This is an optimization exercise on Yosys and OpenROAD, whose aim is small area, a short achievable clock period and few clock cycles, not a production implementation. Where RTL was checked, it was by simulation tests only, not by an equivalence proof against the original. Power figures rest on the tool's default switching activity, not on a simulated workload.

// y86_pipe
module y86_pipe (
    input clk,
    input rst,
    output [8:0] imem_addr,
    input [79:0] imem_data,
    output [8:0] dmem_addr,
    output dmem_we,
    output [63:0] dmem_wdata,
    input [63:0] dmem_rdata,
    output [1:0] stat,
    input [3:0] dbg_sel,
    output [63:0] dbg_val
);
For scale: about 4600 cells after synthesis, about 300 I/O pins, about 0.056 mm2 of cells after synthesis.
==> flow/config.mk <==
export PLATFORM = sky130hd
export DESIGN_NAME = y86_pipe
export DESIGN_NICKNAME = y86_pipe
export VERILOG_FILES = /design/flow/design.v
export SDC_FILE = /design/flow/constraint.sdc
export NUM_CORES = 8
export LEC_CHECK = 0
export CAP_MARGIN = 20
export CORE_MARGIN = 2
export CORE_UTILIZATION = 55
export SLEW_MARGIN = 20
export SYNTH_HIERARCHICAL = 1
==> flow/constraint.sdc <==
create_clock -name core_clock -period 30.0 [get_ports {clk}]
set_input_delay 6.0000 -clock core_clock [delete_from_list [all_inputs] [get_ports {clk}]]
set_output_delay 6.0000 -clock core_clock [all_outputs]
set_load 0.01 [all_outputs]
standard.sh (not shown) runs the stock make flow with config.mk's settings and CLKGATE_MAP_FILE= SYNTH_SCRIPT=/design/flow/synth_recipe.tcl, a recipe that flattens the netlist after the stock synthesis.
==> flow/flow/run.sh <==
#!/bin/bash
# The standard ORFS layout (the standard.sh), with:
#  - every port buffered with buf_1 instead of the default delay buffer,
#  - repair_timing asked to keep a large setup margin (the SDC is unchanged),
#  - a clock tree of clkbuf_16 with larger sink clusters and no dummy loads.
set -euo pipefail
bash standard.sh "BUFFER_PORTS_ARGS=-buffer_cell sky130_fd_sc_hd__buf_1" SETUP_SLACK_MARGIN=16 \
  "CTS_ARGS=-sink_clustering_enable -repair_clock_nets -buf_list sky130_fd_sc_hd__clkbuf_16 -sink_clustering_size 24 -sink_clustering_max_diameter 80 -dont_use_dummy_load" \
  finish > standard_flow.log 2>&1
The baseline ran to the end with no violations.
Testbench counts at the start, summed over its fixed seeds: cycles 140,205.
==> next run, changes <==
--- a/flow/flow/run.sh
+++ b/flow/flow/run.sh
@@ -5,5 +5,5 @@
 #  - a clock tree of clkbuf_16 with larger sink clusters and no dummy loads.
 set -euo pipefail
-bash standard.sh "BUFFER_PORTS_ARGS=-buffer_cell sky130_fd_sc_hd__buf_1" SETUP_SLACK_MARGIN=16 \
+bash standard.sh "BUFFER_PORTS_ARGS=-buffer_cell sky130_fd_sc_hd__buf_1" SETUP_SLACK_MARGIN=15 \
   "CTS_ARGS=-sink_clustering_enable -repair_clock_nets -buf_list sky130_fd_sc_hd__clkbuf_16 -sink_clustering_size 24 -sink_clustering_max_diameter 80 -dont_use_dummy_load" \
   finish > standard_flow.log 2>&1
Outcome: The changed run completed with no timing, DRC or antenna violations; global-route usage is lower by 0.62 points; wire length is lower by 4.7%; die area is unchanged; worst hold slack gets better by 0.032 ns; worst setup slack gets worse by 0.99 ns; synthesized area is unchanged.

---

Setup of sierra:
Another version of the RTL of y86_pipe (not shown whole).
For scale: ~4900 cells after synthesis, about 1100 flip-flops, roughly 300 I/O pins.
==> flow/design.v (excerpt) <==
module y86_pipe (
    input clk,
    input rst,
    output [8:0] imem_addr,
    input [79:0] imem_data,
    output [8:0] dmem_addr,
    output dmem_we,
    output [63:0] dmem_wdata,
    input [63:0] dmem_rdata,
    output [1:0] stat,
    input [3:0] dbg_sel,
    output [63:0] dbg_val
);
Settings: LEC_CHECK=0, CAP_MARGIN=20, CORE_MARGIN=2, CORE_UTILIZATION=60, SLEW_MARGIN=20, SYNTH_HIERARCHICAL=1; clock period 30.0 ns.
==> flow/flow/run.sh <==
#!/bin/bash
# The standard ORFS layout (the standard.sh), with:
#  - every port buffered with buf_2 instead of the default delay buffer,
#  - repair_timing asked to keep a large setup margin (the SDC is unchanged),
#  - a clock tree of clkbuf_8 with larger sink clusters and no dummy loads.
set -euo pipefail
bash standard.sh "BUFFER_PORTS_ARGS=-buffer_cell sky130_fd_sc_hd__buf_2" SETUP_SLACK_MARGIN=16.5 \
  "CTS_ARGS=-sink_clustering_enable -repair_clock_nets -buf_list sky130_fd_sc_hd__clkbuf_8 -sink_clustering_size 20 -dont_use_dummy_load" \
  finish > standard_flow.log 2>&1
sierra reached the end of the flow, and the finished layout is clean on the timing, DRC and antenna checks.
Testbench counts of sierra, summed over its fixed seeds: cycles 140,205.
Inputs modified between sierra and yarrow:
Settings: swapping 60 for 50 in CORE_UTILIZATION.
==> flow/flow/run.sh <==
#!/bin/bash
# The standard ORFS layout (the standard.sh), with:
#  - every port buffered with buf_4 instead of the default delay buffer,
#  - repair_timing asked to keep a large setup margin (the SDC is unchanged).
set -euo pipefail
bash standard.sh "BUFFER_PORTS_ARGS=-buffer_cell sky130_fd_sc_hd__buf_4" SETUP_SLACK_MARGIN=16.5 finish > standard_flow.log 2>&1
Notes after the runs:
- Cmp sierra and yarrow / count of fill cells added during filler insertion / lower: sierra
- On achievable clock frequency, sierra and yarrow are neck and neck.
- yarrow ended up with dbg_sel[0] as its startpoint of the worst setup timing path; sierra ended up with dbg_sel[3].
- Relative to sierra, count of TritonRoute iterations in the first routing pass has decreased by 1 in yarrow.
Here is what was changed in the inputs of garnet compared with yarrow.
Settings: CORE_UTILIZATION changed from 50 to 40.
==> flow/run.sh (new file) <==
#!/bin/bash
# synth_recipe.tcl (not shown) runs the flow's synth.tcl, then flattens the netlist and writes it again
# the make line also repeats each setting of config.mk as NAME=value (left out here)
make -C /OpenROAD-flow-scripts/flow DESIGN_CONFIG=/design/flow/config.mk WORK_HOME=/design/flow/orfs CLKGATE_MAP_FILE= SYNTH_SCRIPT=/design/flow/synth_recipe.tcl finish
removed: flow/flow/run.sh
removed: flow/standard.sh
## What came out
The higher net switching share of the total power of yarrow and garnet is in yarrow.
In garnet, the fraction of met2 tracks used by global routing came out 12 points below the value in yarrow.
garnet vs. yarrow: share of the core filled with cells in the final layout dropped 14 points; largest net degree at the start of global routing climbed 23%.
Fmax, yarrow and garnet: lower on garnet
Compared with yarrow, garnet instantiates a larger number of cells.
Design area of garnet falls short of that of yarrow by a few percent.
garnet — post-detailed-route wirelength per cell about 5% lower, yarrow as reference
On setup slack: garnet sits below yarrow.
The clock skew of garnet and that of yarrow are within noise of each other.
Starting density of the core, yarrow and garnet, lower one = garnet.

---

y86_pipe, a different RTL version from the one above (not shown whole).
Size in the first run: ~4700 cells after synthesis.
Settings: LEC_CHECK=0, CAP_MARGIN=20, CORE_MARGIN=2, CORE_UTILIZATION=60, SLEW_MARGIN=20, SYNTH_HIERARCHICAL=1; clock period 30.0 ns.
==> flow/flow/run.sh <==
#!/bin/bash
# The standard ORFS layout (the standard.sh), with:
#  - every port buffered with buf_2 instead of the default delay buffer,
#  - repair_timing asked to keep a large setup margin (the SDC is unchanged),
#  - a clock tree of clkbuf_16 with larger sink clusters and no dummy loads.
set -euo pipefail
bash standard.sh "BUFFER_PORTS_ARGS=-buffer_cell sky130_fd_sc_hd__buf_2" SETUP_SLACK_MARGIN=17.5 \
  "CTS_ARGS=-sink_clustering_enable -repair_clock_nets -buf_list sky130_fd_sc_hd__clkbuf_16 -sink_clustering_size 24 -sink_clustering_max_diameter 80 -dont_use_dummy_load" \
  finish > standard_flow.log 2>&1
Rerun with:
==> flow/flow/run.sh (replaced) <==
#!/bin/bash
# The standard ORFS layout (the standard.sh), with:
#  - synthesis mapped by ABC for area (delay relaxed) instead of ORFS's speed
#    script; everything else in synthesis is ORFS's (synth_recipe.tcl),
#  - every port buffered with buf_2 instead of the default delay buffer,
#  - repair_timing asked to keep a large setup margin (the SDC is unchanged),
#  - a clock tree of clkbuf_16 with larger sink clusters and no dummy loads.
set -euo pipefail
rm -rf orfs_scripts
cp -r "$FLOW_HOME/scripts" orfs_scripts
printf '&get -n\n&st\n&dch\n&nf -R 1000\n&put\n' > orfs_scripts/abc_speed.script
bash standard.sh "SCRIPTS_DIR=$PWD/orfs_scripts" synth > synth.log 2>&1
bash standard.sh "BUFFER_PORTS_ARGS=-buffer_cell sky130_fd_sc_hd__buf_2" SETUP_SLACK_MARGIN=17.5 \
  "CTS_ARGS=-sink_clustering_enable -repair_clock_nets -buf_list sky130_fd_sc_hd__clkbuf_16 -sink_clustering_size 24 -sink_clustering_max_diameter 80 -dont_use_dummy_load" \
  finish > standard_flow.log 2>&1
Total power increases by a few percent.
Fmax fell by a little under a tenth.
Non-clock buffer count goes down by 10.
Utilization climbs by 2.3 points.
Wire length fell by roughly a tenth.
No run of this note included a check of the RTL's function; only the layout flow was run.

---

RTL: one of the versions met above, not the one the previous note started from.
For scale: ~4600 cells after synthesis, ~300 I/O pins.
export LEC_CHECK = 0
export CAP_MARGIN = 20
export CORE_MARGIN = 2
export CORE_UTILIZATION = 60
export SLEW_MARGIN = 20
export SYNTH_HIERARCHICAL = 1
create_clock -name core_clock -period 30.0 [get_ports {clk}]
==> flow/flow/run.sh <==
#!/bin/bash
# The standard ORFS layout (the standard.sh), with:
#  - every port buffered with buf_2 instead of the default delay buffer,
#  - repair_timing asked to keep a large setup margin (the SDC is unchanged),
#  - a clock tree of clkbuf_8 with larger sink clusters and no dummy loads.
set -euo pipefail
bash standard.sh "BUFFER_PORTS_ARGS=-buffer_cell sky130_fd_sc_hd__buf_2" SETUP_SLACK_MARGIN=16.5 \
  "CTS_ARGS=-sink_clustering_enable -repair_clock_nets -buf_list sky130_fd_sc_hd__clkbuf_8 -sink_clustering_size 20 -dont_use_dummy_load" \
  finish > standard_flow.log 2>&1
Testbench counts at the start, summed over its fixed seeds: cycles 140,205.
Then changed:
==> flow/flow/run.sh (replaced) <==
#!/bin/bash
# The standard ORFS layout (the standard.sh), with:
#  - every port buffered with buf_1 instead of the default delay buffer,
#  - repair_timing asked to keep a large setup margin (the SDC is unchanged),
#  - a clock tree of clkbuf_16 with larger sink clusters and no dummy loads.
set -euo pipefail
bash standard.sh "BUFFER_PORTS_ARGS=-buffer_cell sky130_fd_sc_hd__buf_1" SETUP_SLACK_MARGIN=17.5 \
  "CTS_ARGS=-sink_clustering_enable -repair_clock_nets -buf_list sky130_fd_sc_hd__clkbuf_16 -sink_clustering_size 24 -sink_clustering_max_diameter 80 -dont_use_dummy_load" \
  finish > standard_flow.log 2>&1
Settings changed: CORE_UTILIZATION 60 to 55.
The changed run ran to the end with no violations.
Final cell count increases by 0.45%.
Fmax hardly moves.
Global-route usage decreases by 2.9 points.
Core utilization decreases by 6.5 points.
Synthesized cell count is unchanged.
Combinational power increases by about 4%.
Sequential power barely changes.
Final area decreases by 1.0%.
Then changed:
--- a/flow/flow/run.sh
+++ b/flow/flow/run.sh
@@ -7 +7 @@
-bash standard.sh "BUFFER_PORTS_ARGS=-buffer_cell sky130_fd_sc_hd__buf_1" SETUP_SLACK_MARGIN=17.5 \
+bash standard.sh "BUFFER_PORTS_ARGS=-buffer_cell sky130_fd_sc_hd__buf_1" SETUP_SLACK_MARGIN=15.5 \
After rerunning: The changed run went through all stages and came out clean. Core utilization falls by 5.0 points. Global-route usage falls by 5.6 points. Cell area falls by 7.9%. Worst setup slack is worse by 0.58 ns. Register-to-register slack is worse by 0.58 ns. Wire length falls by about 12%. Clock-buffer cell count rises by 2. Non-clock buffer count falls by 226.
Then changed:
==> flow/flow/run.sh (replaced) <==
#!/bin/bash
# The standard ORFS layout (the standard.sh), with:
#  - every port buffered with buf_1 instead of the default delay buffer,
#  - repair_timing asked to keep a large setup margin (the SDC is unchanged),
#  - a clock tree of clkbuf_8 with larger sink clusters and no dummy loads.
set -euo pipefail
bash standard.sh "BUFFER_PORTS_ARGS=-buffer_cell sky130_fd_sc_hd__buf_1" SETUP_SLACK_MARGIN=17.5 \
  "CTS_ARGS=-sink_clustering_enable -repair_clock_nets -buf_list sky130_fd_sc_hd__clkbuf_8 -sink_clustering_size 16 -sink_clustering_max_diameter 50 -dont_use_dummy_load" \
  finish > standard_flow.log 2>&1
Effect:
- The changed run produced a clean layout
- cell area increases by 8.8%
- worst setup slack improved by 0.59 ns
- hold slack is better by 0.039 ns
- clock skew climbs by 0.036 ns
- wire length increases by 13%
- non-clock buffer count rises by 231

[port drivers added, routing unchanged]
No port has a modelled driver above. Below, the same layouts with a new extraction and two added sets of constraints. Step 1, drivers: a clkbuf_16 drives clk and a buf_2 each remaining input, both assumed. Step 2 moves the port delays by t, midway between the first and last clock arrival at a register: inputs arrive t later, outputs are due t later. That takes back most of the time a late clock gives input paths. Three values: ideal ports, drivers, drivers and shift; two values: the first two.
run	t, ns	slack for setup (ns)	worst hold slack (ns)	worst setup path at the end	worst data-port slew with drivers (ns)
the first run of note 1	0.793	15.997 / 15.963 / 15.655	0.444 / 0.444 / 0.444	input to register	0.12
the second run of note 1	0.786	15.006 / 14.977 / 14.726	0.476 / 0.476 / 0.476	input to register	0.12
sierra	0.935	16.039 / 15.966 / 15.547	0.362 / 0.362 / 0.362	input to register	0.10
yarrow	0.825	16.014 / 15.961 / 15.833	0.371 / 0.371 / 0.371	input to register	0.06
garnet	0.848	13.944 / 13.911 / 13.601	0.365 / 0.365 / 0.365	input to register	0.06
the first run of note 3	0.779	15.927 / 15.869 / 15.725	0.481 / 0.481 / 0.481	input to register	0.08
the second run of note 3	0.749	14.801 / 14.735 / 14.197	0.461 / 0.461 / 0.461	input to register	0.10
the first run of note 4	0.964	16.057 / 15.984 / 15.532	0.487 / 0.487 / 0.487	input to register	0.07
the second run of note 4	0.788	16.047 / 15.984 / 15.827	0.523 / 0.523 / 0.523	input to register	0.10
the third run of note 4	0.788	15.469 / 15.441 / 14.994	0.469 / 0.469 / 0.469	input to register	0.13
the fourth run of note 4	0.889	16.056 / 16.015 / 15.568	0.508 / 0.508 / 0.508	input to register	0.10
After both steps every run listed still meets setup and hold. The setup slack of the second run of note 3, which loses most, moves by -0.066 ns with the drivers and by -0.604 ns with both steps.
